Context: an optimization exercise on an open-source flow, tuned for small area. The choices shown serve that exercise and are no tape-out recipe.
In this exercise RTL edits were held to simulation tests only and were not proved equivalent to the original.
Power and IR drop assume default switching activity.

===== flow/design.v =====
module clk_divider #(
    parameter W = 11,
    parameter TA = 11,
    parameter TB = 9,
    parameter [W-1:0] TERM = 0
) (
    input clk,
    input reset,
    output reg clk_d
);
    reg [W-1:0] s;
    wire wrap = (s == TERM);
    always @(posedge clk) begin
        if (reset || wrap)
            s <= {W{1'b0}};
        else
            s <= {s[W-2:0], ~(s[TA-1] ^ s[TB-1])};
        if (reset)
            clk_d <= 1'b0;
        else if (wrap)
            clk_d <= ~clk_d;
    end
endmodule
module sinewave_rom_do (
    input [4:0] address,
    output reg [3:0] data
);
    always @(*) begin
        case (address)
            5'h00: data = 4'h8;
            5'h01: data = 4'h9;
            5'h02: data = 4'hA;
            5'h03: data = 4'hC;
            5'h04: data = 4'hD;
            5'h05: data = 4'hE;
            5'h06: data = 4'hE;
            5'h07: data = 4'hF;
            5'h08: data = 4'hF;
            5'h09: data = 4'hF;
            5'h0a: data = 4'hE;
            5'h0b: data = 4'hE;
            5'h0c: data = 4'hD;
            5'h0d: data = 4'hC;
            5'h0e: data = 4'hA;
            5'h0f: data = 4'h9;
            5'h10: data = 4'h7;
            5'h11: data = 4'h6;
            5'h12: data = 4'h5;
            5'h13: data = 4'h3;
            5'h14: data = 4'h2;
            5'h15: data = 4'h1;
            5'h16: data = 4'h1;
            5'h17: data = 4'h0;
            5'h18: data = 4'h0;
            5'h19: data = 4'h0;
            5'h1a: data = 4'h1;
            5'h1b: data = 4'h1;
            5'h1c: data = 4'h2;
            5'h1d: data = 4'h3;
            5'h1e: data = 4'h5;
            default: data = 4'h6;
        endcase
    end
endmodule
module Paddle(
    input clk,
    input reset,
    input tick,
    input btn_left,
    input btn_right,
    output [9:0] pos
);
    reg [8:0] half_pos;
    assign pos = {half_pos, 1'b0};
    always @(posedge clk) begin
        if (reset)
            half_pos <= 9'd135;
        else if (tick) begin
            if (btn_left && half_pos > 9'd5)
                half_pos <= half_pos - 9'd5;
            else if (btn_right && half_pos < 9'd265)
                half_pos <= half_pos + 9'd5;
        end
    end
endmodule
module ball(
    input clk,
    input reset,
    input start,
    input tick,
    input [9:0] paddle_x,
    output reg [9:0] x,
    output reg [8:0] y,
    output reg [39:0] act,
    output reg [2:0] col,
    output reg half,
    output reg pend,
    output reg [2:0] snd
);
    function automatic ge(input [10:0] a, input [10:0] k);
        integer i;
        reg r;
        begin
            r = 1'b1;
            for (i = 0; i < 11; i = i + 1)
                r = k[i] ? (a[i] & r) : (a[i] | r);
            ge = r;
        end
    endfunction
    reg xs, xf, ys, started;
    wire go = tick && (started || start);
    wire won = &act;
    wire bottom = ge(y, 474);
    wire top = (y[8:1] == 8'd0);
    wire xwall = (x == 10'd0) || ge(x, 633);
    wire rowhi = ge(y, 130);
    wire [1:0] row = {rowhi, half};
    reg [9:0] t1;
    reg [9:0] t2;
    always @(*) begin
        case (row)
            2'd0: t1 = 10'd33;
            2'd1: t1 = 10'd83;
            2'd2: t1 = 10'd133;
            default: t1 = 10'd183;
        endcase
        case (col)
            3'd0: t2 = 10'd33;
            3'd1: t2 = 10'd153;
            3'd2: t2 = 10'd273;
            3'd3: t2 = 10'd393;
            default: t2 = 10'd513;
        endcase
    end
    wire [10:0] dyr = {2'b0, y} - {1'b0, t1};
    wire [10:0] dxr = {1'b0, x} - {1'b0, t2};
    wire ya = ge(dyr, 7) && !ge(dyr, 38);
    wire yb = !ge(dyr, 15) || (ge(dyr, 30) && !ge(dyr, 45));
    wire xa = !ge(dxr, 15) || (ge(dxr, 80) && !ge(dxr, 95));
    wire xb = ge(dxr, 7) && !ge(dxr, 88);
    reg [19:0] sel;
    integer b;
    always @(*)
        for (b = 0; b < 20; b = b + 1)
            sel[b] = (col == b % 5) && (row == b / 5);
    reg [1:0] v;
    always @(*) begin
        v = 2'd0;
        for (b = 0; b < 20; b = b + 1)
            v = v | ({2{sel[b]}} & act[2 * b +: 2]);
    end
    wire alive = (v != 2'd3);
    wire hit_a = alive && ya && xa;
    wire hit_b = alive && !hit_a && yb && xb;
    wire hit = hit_a || hit_b;
    wire [1:0] v_n = {v[1] ^ v[0], ~v[0]};
    reg win;
    always @(*) begin
        win = 1'b1;
        for (b = 0; b < 20; b = b + 1)
            win = win & ((hit && sel[b]) ? (v_n == 2'd3) : (act[2 * b +: 2] == 2'd3));
    end
    wire xs1 = xs ^ xwall ^ hit_a;
    wire ys1 = ys ^ top ^ hit_b;
    wire [10:0] dxp = {1'b0, x} + {1'b1, ~paddle_x};
    wire pad = !won && !bottom && !ys1 && !ge(dxp, 99) &&
               ge(y, 432) && !ge(y, 447);
    wire outer = !ge(dxp, 24) || ge(dxp, 75);
    wire ys2 = ys1 | pad;
    wire xf1 = pad ? (!xf && outer) : xf;
    wire [9:0] x_step = xs1 ? (xf1 ? 10'h3fe : 10'h3ff) : (xf1 ? 10'd2 : 10'd1);
    always @(posedge clk) begin
        if (reset) begin
            x <= 10'd270;
            y <= 9'd433;
            xs <= 1'b1;
            xf <= 1'b0;
            ys <= 1'b1;
            started <= 1'b0;
            col <= 3'd1;
            half <= 1'b0;
            pend <= 1'b0;
            snd <= 3'd0;
        end else begin
            pend <= go && hit;
            if (tick && start)
                started <= 1'b1;
            if (tick && !started && !start)
                x <= paddle_x + 10'd47;
            if (go) begin
                if (col == 3'd4) begin
                    col <= 3'd0;
                    half <= ~half;
                end else begin
                    col <= col + 3'd1;
                end
                xs <= xs1;
                ys <= ys2;
                xf <= xf1;
                if (pad || bottom)
                    snd <= 3'd4;
                else if (hit)
                    snd <= {1'b0, v_n};
                else if (top)
                    snd <= 3'd1;
                if (!win) begin
                    x <= x + x_step;
                    if (!bottom)
                        y <= ys2 ? y - 9'd1 : y + 9'd1;
                end
            end
        end
    end
    genvar g;
    generate
        for (g = 0; g < 20; g = g + 1) begin : blocks
            always @(posedge clk) begin
                if (reset)
                    act[2 * g +: 2] <= 2'd0;
                else if (go && hit && sel[g])
                    act[2 * g +: 2] <= act[2 * g +: 2] + 2'd1;
            end
        end
    endgenerate
endmodule
module VGA(
    input clk,
    input reset,
    input [9:0] paddle_x,
    input [9:0] ball_x,
    input [8:0] ball_y,
    input [39:0] act,
    input pend,
    input [2:0] pend_col,
    input [1:0] pend_row,
    output reg [5:0] RGB,
    output hsync,
    output vsync
);
    function automatic ge(input [10:0] a, input [10:0] k);
        integer i;
        reg r;
        begin
            r = 1'b1;
            for (i = 0; i < 11; i = i + 1)
                r = k[i] ? (a[i] & r) : (a[i] | r);
            ge = r;
        end
    endfunction
    reg [9:0] h, v;
    wire h_end = (h == 10'd799);
    wire h_zero = (h == 10'd0);
    assign hsync = !(ge(h, 657) && !ge(h, 753));
    assign vsync = !(h_zero ? (ge(v, 491) && !ge(v, 493))
                            : (ge(v, 490) && !ge(v, 492)));
    reg [4:0] hc;
    reg [3:0] vr;
    reg [1:0] aval, dv;
    reg [5:0] color;
    integer c, r;
    always @(*) begin
        for (c = 0; c < 5; c = c + 1)
            hc[c] = ge(h, 40 + 120 * c) && !ge(h, 121 + 120 * c);
        for (r = 0; r < 4; r = r + 1)
            vr[r] = ge(v, 40 + 50 * r) && !ge(v, 71 + 50 * r);
        aval = 2'd0;
        for (r = 0; r < 4; r = r + 1)
            for (c = 0; c < 5; c = c + 1)
                aval = aval | ({2{vr[r] && hc[c]}} & act[2 * (5 * r + c) +: 2]);
        dv = aval - {1'b0, pend && hc[pend_col] && vr[pend_row]};
        case ({vr[3] | vr[2], vr[3] | vr[1], dv})
            4'b0000: color = 6'd10;
            4'b0001: color = 6'd11;
            4'b0010: color = 6'd12;
            4'b0100: color = 6'd54;
            4'b0101: color = 6'd55;
            4'b0110: color = 6'd56;
            4'b1000: color = 6'd32;
            4'b1001: color = 6'd33;
            4'b1010: color = 6'd34;
            4'b1100: color = 6'd38;
            4'b1101: color = 6'd39;
            4'b1110: color = 6'd40;
            default: color = 6'bxxxxxx;
        endcase
    end
    wire blk_on = (|hc) && (|vr) && dv != 2'd3;
    wire [10:0] dhp = {1'b0, h} + {1'b1, ~paddle_x};
    wire paddle_on = ge(v, 441) && !ge(v, 450) && !ge(dhp, 99);
    wire [10:0] dhb = {1'b0, h} - {1'b0, ball_x};
    wire [10:0] dvb = {1'b0, v} - {2'b0, ball_y};
    wire ball_on = !ge(dhb, 8) && !ge(dvb, 8) && !ge(h, 640) && !ge(v, 480);
    always @(posedge clk) begin
        if (reset) begin
            h <= 10'd1;
            v <= 10'd0;
            RGB <= 6'd0;
        end else begin
            h <= h_end ? 10'd0 : h + 10'd1;
            if (h_end)
                v <= (v == 10'd524) ? 10'd0 : v + 10'd1;
            if (paddle_on)
                RGB <= 6'b100001;
            else if (blk_on)
                RGB <= color;
            else if (ball_on)
                RGB <= 6'b111000;
            else
                RGB <= 6'b000000;
        end
    end
endmodule
`timescale 1ns / 1ps
module breakout(
    input clk,
    input reset_button,
    input start_button,
    input left_button,
    input right_button,
    input ball_tick,
    input paddle_tick,
    output [5:0] RGB,
    output hsync,
    output vsync,
    output [3:0] tono
);
    wire [9:0] paddle_pos;
    wire [9:0] ball_x;
    wire [8:0] ball_y;
    wire [39:0] act;
    wire [2:0] col;
    wire half;
    wire pend;
    wire [2:0] snd;
    Paddle pd(
        .clk(clk), .reset(reset_button), .tick(paddle_tick),
        .btn_left(left_button), .btn_right(right_button), .pos(paddle_pos));
    ball bola(
        .clk(clk), .reset(reset_button), .start(start_button), .tick(ball_tick),
        .paddle_x(paddle_pos), .x(ball_x), .y(ball_y), .act(act),
        .col(col), .half(half), .pend(pend), .snd(snd));
    wire pend_hi = (ball_y >= 9'd130);
    wire [2:0] pend_col = (col == 3'd0) ? 3'd4 : col - 3'd1;
    wire pend_half = (col == 3'd0) ? ~half : half;
    VGA vga(
        .clk(clk), .reset(reset_button), .paddle_x(paddle_pos),
        .ball_x(ball_x), .ball_y(ball_y), .act(act),
        .pend(pend), .pend_col(pend_col), .pend_row({pend_hi, pend_half}),
        .RGB(RGB), .hsync(hsync), .vsync(vsync));
    wire clk_out_do, clk_out_re, clk_out_mi, clk_out_sol;
    clk_divider #(.W(11), .TA(11), .TB(9), .TERM(11'h480)) clk_do (
        .clk(clk), .reset(reset_button), .clk_d(clk_out_do));
    clk_divider #(.W(11), .TA(11), .TB(9), .TERM(11'h212)) clk_re (
        .clk(clk), .reset(reset_button), .clk_d(clk_out_re));
    clk_divider #(.W(11), .TA(11), .TB(9), .TERM(11'h046)) clk_mi (
        .clk(clk), .reset(reset_button), .clk_d(clk_out_mi));
    clk_divider #(.W(10), .TA(10), .TB(7), .TERM(10'h22b)) clk_sol (
        .clk(clk), .reset(reset_button), .clk_d(clk_out_sol));
    reg [4:0] address_audio;
    reg temp;
    reg temp_prev;
    sinewave_rom_do rom_tono(address_audio, tono);
    always @(posedge clk) begin
        if (reset_button)
            address_audio <= 5'd0;
        else if (temp && !temp_prev)
            address_audio <= address_audio + 5'd1;
    end
    always @(posedge clk)
        temp_prev <= temp;
    always @(posedge clk) begin
        if (reset_button)
            temp <= 1'b0;
        else
            case (snd)
                3'd1: temp <= clk_out_do;
                3'd2: temp <= clk_out_re;
                3'd3: temp <= clk_out_mi;
                3'd4: temp <= clk_out_sol;
                default: temp <= 1'b0;
            endcase
    end
endmodule

===== flow/run.sh =====
#!/bin/bash
# synth_recipe.tcl (not shown) runs the flow's synth.tcl, then flattens the netlist and writes it again
# the make line also repeats each setting of config.mk as NAME=value (left out here)
make -C /OpenROAD-flow-scripts/flow DESIGN_CONFIG=/design/flow/config.mk WORK_HOME=/design/flow/orfs CLKGATE_MAP_FILE= SYNTH_SCRIPT=/design/flow/synth_recipe.tcl finish

===== flow/config.mk =====
export PLATFORM = sky130hd
export DESIGN_NAME = breakout
export DESIGN_NICKNAME = breakout
export VERILOG_FILES = /design/flow/design.v
export SDC_FILE = /design/flow/constraint.sdc
export NUM_CORES = 4
export LEC_CHECK = 0
export CAP_MARGIN = 20
export CORE_MARGIN = 2
export CORE_UTILIZATION = 40
export SLEW_MARGIN = 20

===== flow/constraint.sdc =====
create_clock -name core_clock -period 40.0 [get_ports {clk}]
set_input_delay 8.0000 -clock core_clock [delete_from_list [all_inputs] [get_ports {clk}]]
set_output_delay 8.0000 -clock core_clock [all_outputs]
set_load 0.01 [all_outputs]

==> notes.md <==
Min-Delay Path Class: flop to flop
Fmax: 0.0943 GHz
Area of the core: 28500 um2
Fin crit period: 10610 ps
Commonest cells after routing, fill and taps aside: nor2_1 (164), dfxtp_1 (164), ha_1 (117)
Worst Max-Slew Pin Slew: 1130 ps
Multi-input logic area: 7720 um2
Post-CTS sizing: 0
CTS tree: done
Cell area after synthesis: 11600 um2
Critical Path Sink Type: primary output
Crit path cell chain: inv_1 > ha_1 > nor2b_1 > nand4_1 > nor2_1 > a21oi_1 > o21ai_0 > nand2_1 > clkdlybuf4s50_1
Routed len/inst: 17.4 um
Max cap viols: 0
Final Power: 0.577 mW
Post-Syn Instances: 1417
I/O Buffers: 18
Run status: finished clean
CP bufs+invs: 2
Synth cell types: 85
Root buffer cell: clkbuf_16
FF+latch area: 3280 um2
H-tree depth: 4
Setup violations, final: 0
Fin crit share: 26.5%
Sequential fraction of the synthesis area: 28.4%
Reg clk slew, reported paths: 70 ps
CP Launch Type: flop
Initial DRC Count: 1109
Synth Flop Type: dfxtp_1
Asr flop ratio synth: 0%
Synthesized area per cell: 8.16 um2
GRT Overall Usage: 20.8%
Total die area: 30300 um2
P&R area growth vs syn: 9.04%
Nets: 1523
Final core occ: 44.2%
Vias per cell: 5.77
Die span in y: 174 um
CTS sink count: 164
Crit path max fanout: 7
Layout cell share with drive strength beyond 1: 5.18%
Crit-path leading delay family: simple AND/OR/NAND/NOR gates
CP peak stage delay: 500 ps
Clk latency of the worst-skew pair: 440 ps
Leakage power: 5.18 nW
Vias in the first global route: 9950
Largest net degree at the start of global routing: 76
Clk buf depth: 2
First-pass GRT wire length: 51.6 mm
Hold Buf Count CTS: 0
FF+latch count, synth: 164
Post-CTS setup buffer count: 0
Final ANT Viol Nets: 0
Core Rows: 62
Maximum vdd drop: 0.0258 mV
Slowest CP cell: clkdlybuf4s50_1
Synth warn: 9
Post-synthesis net count: 1544
Crit Path Class: flop to primary output
Initial antenna violation count: 0
TritonCTS Buffers: 17
Unrepaired setup endpoints after global routing: no
Via count: 10400
Post-synth EDFFs: 0
Inserted Diodes: 0
First-pass detailed-route iteration total: 9
# fillers: 2892
Initial core utilization: 40.5%
Max Slew Vio Count: 0
Final setup skew: 14.0 ps
IO Count: 19
Pwr dens: 45.8 nW/um2
Final Wtd Congestion: 0.905
Die width: 174 um
Total Wirelength: 31.2 mm
Crit path DAT: 2610 ps
Worst slew margin: 24.7%
Global route overflow: 0
Final Hold Vio Count: 0
DP Wirelength: 22.5 mm
DR DRC count: 0
CP required: 32000 ps
Setup TNS Final: 0 ps
routing by layer:
layer / up-vias / part of all wire [%] / global-route usage [%]
met5: - / 0 / 0
met4: 0 / 2.3 / 7.00
met3: 56 / 5.4 / 2.93
met2: 331 / 46 / 34.6
met1: 4878 / 47 / 27.7
li1: 5088 / - / -
per-stage QoR:
| step | hold slack, ps | cell area (um2) | setup slack, ps | cells |
|---|---|---|---|---|
| 2_1_floorplan | 324 | 11600 | 30300 | 1417 |
| 3_3_place_gp | 331 | 12000 | 29620 | 1760 |
| 3_5_place_dp | 340 | 12000 | 29550 | 1760 |
| 4_1_cts | 354 | 12600 | 29400 | 1792 |
| 5_1_grt | 366 | 12600 | 29210 | 1793 |
| 6_report | 353 | 12600 | 29390 | 1793 |
path summary, 6_finish.rpt:
check / from / slack (ps) / endpoint / cells past startpoint
setup / recovery: vga.h[0] / 29390 / vsync / 9
hold / removal: temp / 350 / temp_prev / 0
setup reg to reg: bola.y[3] / 31830 / bola.y[8] / 28
hold reg to reg: temp / 350 / temp_prev / 0
flip-flops by register name, indices dropped and copies added, names as in the netlist, 5 cells and up:
signal	count
clk_sol.s	10
pd.half_pos	9
address_audio	5
clk_do.s	11
clk_re.s	11
vga.RGB	6
clk_mi.s	11
bola.x	10
bola.act	40
vga.v	10
bola.y	9
vga.h	10
power breakdown:
| part | switching, mW | internal [mW] |
|---|---|---|
| registers | 0.0154 | 0.171 |
| logic | 0.127 | 0.0974 |
| clock network | 0.0795 | 0.0864 |
cell type report:
| class | instances | share of cell area, % |
|---|---|---|
| clock inverters | 13 | 1.06 |
| well taps | 384 | 3.81 |
| inverters | 73 | 2.17 |
| flip-flops and latches | 164 | 26.0 |
| clock buffers | 19 | 3.59 |
| repair buffers | 29 | 2.04 |
| multi-input cells | 1111 | 61.3 |
cell usage after synthesis, types with 6 or more instances:
cell | n | area [um2]
nor3_1 | 28 | 140
o31ai_1 | 8 | 60.1
and2_1 | 12 | 75.1
a21oi_1 | 89 | 445
nor3b_1 | 8 | 60.1
buf_1 | 9 | 33.8
nand2_1 | 92 | 345
o211a_1 | 6 | 60.1
clkbuf_1 | 46 | 173
xor2_1 | 34 | 298
o41ai_1 | 6 | 52.6
nor4_1 | 14 | 87.6
o211ai_1 | 8 | 60.1
mux2i_1 | 38 | 380
inv_1 | 71 | 267
nand2b_1 | 14 | 87.6
a32oi_1 | 7 | 61.3
o311ai_0 | 6 | 52.6
a211oi_1 | 17 | 128
nand4_1 | 25 | 156
and3_1 | 27 | 169
dfxtp_1 | 164 | 3280
a222oi_1 | 13 | 130
o21bai_1 | 11 | 82.6
nor2_1 | 164 | 616
buf_2 | 11 | 55.1
nor4b_1 | 8 | 70.1
a22oi_1 | 9 | 67.6
ha_1 | 117 | 1460
a31oi_1 | 13 | 81.3
xnor2_1 | 63 | 552
a21o_1 | 20 | 150
o21ai_0 | 62 | 310
or3_1 | 11 | 68.8
nand3_1 | 43 | 215
nor2b_1 | 42 | 263
cells by family after synthesis:
kind of cell	count (synthesis)	share of synthesized area, %
adders and majority gates	120	13.2
buffers and inverters	142	4.92
xor gates and xnor gates	97	7.35
and+or+nand+nor	517	22.5
muxes	42	3.71
AOI/OAI and AO/OA	335	19.9
DFF	164	28.4

## separate check: timing with driven ports
The results above use ideal ports. As a check the final layout listed here was re-extracted and re-timed, cells and wires unchanged. Step 1: set_driving_cell puts a clkbuf_16 on clk and a buf_2 on each other input, an assumption about the parent block. Step 2, shift: input delay + t, output delay - t, t = (earliest + latest rising clock arrival at the registers) / 2. This alone moves slack from input paths to output paths. Slacks: ideal ports / drivers / drivers and shift; pairs: ideal ports / drivers.
t (ns): 0.481
setup slack, ns: 29.393 / 29.342 / 29.464
worst data-port slew with drivers (ns): 0.03
After both steps this run still meets setup and hold. For this run, drivers alone change the setup slack by -0.051 ns; drivers and shift together by +0.071 ns.
